What follows belongs to an exercise in optimizing a design on an open flow for small area, a short achievable clock period and few clock cycles; a production flow would make more cautious choices.
The RTL was checked by simulation tests, not by an equivalence proof against the original design.

Design CONV, start of the top module:
module CONV(
	input				clk,
	input				reset,
	output	reg			busy,
	input				ready,
	output	reg	[11:0]	iaddr,
	input		[19:0]	idata,
	output	reg  		cwr,
	output	reg [11:0]	caddr_wr,
	output	reg [19:0]	cdata_wr,
	output	reg 		crd,
	output	reg	[11:0]	caddr_rd,
	input		[19:0] 	cdata_rd,
	output		[2:0] 	csel
	);
Size: roughly 2800 cells after synthesis, roughly 110 I/O pins, roughly 29000 µm² of cells after synthesis.
clock: 10.0 ns
lec_check: 0
abc_clock_period_in_ps: 3000
cap_margin: 20
core_margin: 2
core_utilization: 60
cts_cluster_diameter: 100
cts_cluster_size: 20
slew_margin: 20
standard.sh (not shown) runs the stock make flow with config.mk's settings and CLKGATE_MAP_FILE= SYNTH_SCRIPT=/design/flow/synth_recipe.tcl, a recipe that flattens the netlist after the stock synthesis.
==> flow/flow/run.sh <==
#!/bin/bash
export SETUP_SLACK_MARGIN=6.6
export BUFFER_PORTS_ARGS="-buffer_cell sky130_fd_sc_hd__buf_2"
bash standard.sh > standard.log 2>&1
Testbench counts at the start, summed over its fixed seeds: cycles 146,808.
Next try:
==> flow/flow/run.sh (replaced) <==
#!/bin/bash
export SETUP_SLACK_MARGIN=6.7
export BUFFER_PORTS_ARGS="-buffer_cell sky130_fd_sc_hd__buf_2"
bash standard.sh > standard.log 2>&1
Outcome: The new run completed without violations; global-route usage is lower by 0.53 points; final area increases by 0.77%; die area is unchanged; synthesized cell count stays the same; setup slack improves by 0.045 ns; routed wire length fell by about 0.8%; maximum frequency rose by 1.3%.
Next try:
Settings changed: PLACE_DENSITY set to 0.75.
After rerunning: The changed run finished clean; maximum frequency falls by 0.52%; core utilization barely changes; register-to-register slack is worse by 0.02 ns; worst hold slack is about the same; die area stays the same.

Starting RTL as in the previous note.
==> flow/config.mk <==
export PLATFORM = sky130hd
export DESIGN_NAME = CONV
export DESIGN_NICKNAME = CONV
export VERILOG_FILES = /design/flow/design.v
export SDC_FILE = /design/flow/constraint.sdc
export NUM_CORES = 4
export LEC_CHECK = 0
export ABC_CLOCK_PERIOD_IN_PS = 3000
export CAP_MARGIN = 20
export CORE_MARGIN = 2
export CORE_UTILIZATION = 60
export CTS_CLUSTER_DIAMETER = 110
export CTS_CLUSTER_SIZE = 25
export SLEW_MARGIN = 20
==> flow/constraint.sdc <==
create_clock -name core_clock -period 10.0 [get_ports {clk}]
set_input_delay 2.0000 -clock core_clock [delete_from_list [all_inputs] [get_ports {clk}]]
set_output_delay 2.0000 -clock core_clock [all_outputs]
set_load 0.01 [all_outputs]
==> flow/flow/run.sh <==
#!/bin/bash
export SETUP_SLACK_MARGIN=6.7
export BUFFER_PORTS_ARGS="-buffer_cell sky130_fd_sc_hd__buf_2"
bash standard.sh > standard.log 2>&1
Testbench counts at the start, summed over its fixed seeds: cycles 146,808.
Next try:
--- a/flow/config.mk
+++ b/flow/config.mk
@@ -10,5 +10,6 @@
 export CORE_MARGIN = 2
 export CORE_UTILIZATION = 60
-export CTS_CLUSTER_DIAMETER = 110
-export CTS_CLUSTER_SIZE = 25
+export CTS_CLUSTER_DIAMETER = 100
+export CTS_CLUSTER_SIZE = 20
 export SLEW_MARGIN = 20
+export TNS_END_PERCENT = 20
Global-route usage stays flat.
Die area stays the same.

Another version of the RTL of CONV (not shown whole).
Size in the first run: roughly 2800 cells after synthesis, ~430 flip-flops, ~29000 um2 of cells after synthesis.
clock: 10.0 ns
lec_check: 0
abc_clock_period_in_ps: 3000
cap_margin: 20
core_margin: 2
core_utilization: 40
slew_margin: 20
==> flow/flow/run.sh <==
#!/bin/bash
export SETUP_SLACK_MARGIN=6.6
export BUFFER_PORTS_ARGS="-buffer_cell sky130_fd_sc_hd__buf_2"
bash standard.sh > standard.log 2>&1
Testbench counts at the start, summed over its fixed seeds: cycles 146,808.
Rerun with:
==> flow/flow/run.sh (replaced) <==
#!/bin/bash
export SETUP_SLACK_MARGIN=6.7
export BUFFER_PORTS_ARGS="-buffer_cell sky130_fd_sc_hd__buf_2"
bash standard.sh > standard.log 2>&1
--- a/flow/config.mk
+++ b/flow/config.mk
@@ -9,4 +9,4 @@
 export CAP_MARGIN = 20
 export CORE_MARGIN = 2
-export CORE_UTILIZATION = 40
+export CORE_UTILIZATION = 60
 export SLEW_MARGIN = 20
Wire length stays flat; core utilization went up by 23 points; global-route usage went up by 12 points; setup slack gains 0.069 ns; sequential share of layout area went up by 0.19 points; final area went down slightly.
Rerun with:
--- a/flow/config.mk
+++ b/flow/config.mk
@@ -10,3 +10,5 @@
 export CORE_MARGIN = 2
 export CORE_UTILIZATION = 60
+export CTS_CLUSTER_DIAMETER = 100
+export CTS_CLUSTER_SIZE = 20
 export SLEW_MARGIN = 20
The new run finished clean; worst setup slack gets worse by 0.032 ns; die area does not change; maximum frequency goes down by 0.95%; final cell count came out lower by 1.6%; count of clock-buffer cells in the layout decreases by 33; design area goes down by 3.1%; core utilization went down by 2.2 points.

run A:
Starting RTL as in the previous note.
Settings: LEC_CHECK=0, ABC_CLOCK_PERIOD_IN_PS=3000, CAP_MARGIN=20, CORE_MARGIN=2, CORE_UTILIZATION=40, SLEW_MARGIN=20; clock period 10.0 ns.
==> flow/flow/run.sh <==
#!/bin/bash
export SETUP_SLACK_MARGIN=6.5
bash standard.sh > standard.log 2>&1
The final layout from run A, which completed every stage, passed the timing, design-rule and antenna checks at the end of the flow.
Testbench counts of run A, summed over its fixed seeds: cycles 146,808.
## Diff of input files: run B against run A
Settings: swapping 40 for 70 in CORE_UTILIZATION; putting CTS_CLUSTER_SIZE at 20 where nothing was set; putting CTS_CLUSTER_DIAMETER at 100 where nothing was set.
==> flow/flow/run.sh <==
#!/bin/bash
export SETUP_SLACK_MARGIN=6.7
export BUFFER_PORTS_ARGS="-buffer_cell sky130_fd_sc_hd__buf_2"
bash standard.sh > standard.log 2>&1
### Flow results
Post-cts repair resize count for run B: 40 up relative to run A. The HPWL after detailed placement in run B sits 1.9% below the value recorded for run A. Run B vs run A: met3 wirelength from detailed routing up in run B. In terms of flip-flop and latch count after synthesis, run B and run A differ only marginally. Between run A and run B, cell area after layout is higher for run A, run B comes in under that. Run B went all the way through synthesis, placement and routing and the layout is clean on timing, DRC and antenna. Global-route usage for run B: 18 points up relative to run A. Run B against run A: detail-routed net length per standard cell increased by 3.5 um relative to the old numbers. Number of global-route vias before repair on run B is up relative to run A. Run B has more setup slack than run A.
The following lists how run C was set up differently from run B:
Settings: CTS_CLUSTER_DIAMETER no longer set, was 100; CORE_UTILIZATION now 40, was 70; CTS_CLUSTER_SIZE no longer set, was 20.
==> flow/flow/run.sh <==
#!/bin/bash
export SETUP_SLACK_MARGIN=6.7
bash standard.sh > standard.log 2>&1
- Run B has a lower instance count after placement with tap cells included than run C.
- Run C has detailed route wirelength on metal3 below what run B had.
- Relative to run B, the non-clock buffer count measured on run C has increased by a few percent.
- In run C, the design area came out about 6.6% above the value in run B.

==> what the ideal ports hide <==
The flow's constraints put no driver on any port. The routed layouts listed below were extracted and timed again, unchanged, in two steps. Step 1 assumes that a clkbuf_16 drives the clock port and a buf_2 every other input. Step 2 moves the port delays by t, midway between the first and last clock arrival at a register: inputs arrive t later, outputs are due t later. That takes back most of the time a late clock gives input paths. Slacks: ideal / step 1 / step 2; pairs: ideal / step 1.
run	shift t [ns]	setup slack, ns	hold WS [ns]
the first run of note 1	0.641	6.602 / 6.599 / 6.602	0.326 / 0.326 / 0.326
the second run of note 1	0.643	6.646 / 6.646 / 6.646	0.325 / 0.325 / 0.325
the third run of note 1	0.651	6.629 / 6.629 / 6.629	0.327 / 0.327 / 0.327
the first run of note 2	0.629	6.573 / 6.573 / 6.573	0.318 / 0.318 / 0.318
the second run of note 2	0.653	6.601 / 6.541 / 6.607	0.333 / 0.333 / 0.333
the first run of note 3	0.666	6.596 / 6.596 / 6.596	0.314 / 0.314 / 0.314
the second run of note 3	0.654	6.665 / 6.665 / 6.665	0.325 / 0.325 / 0.325
the third run of note 3	0.653	6.633 / 6.633 / 6.633	0.326 / 0.326 / 0.326
run A	0.663	6.534 / 6.491 / 6.534	0.323 / 0.323 / 0.323
run B	0.649	6.568 / 6.568 / 6.568	0.313 / 0.313 / 0.313
run C	0.660	6.633 / 6.633 / 6.633	0.324 / 0.324 / 0.324
After both steps every run listed still meets setup and hold.
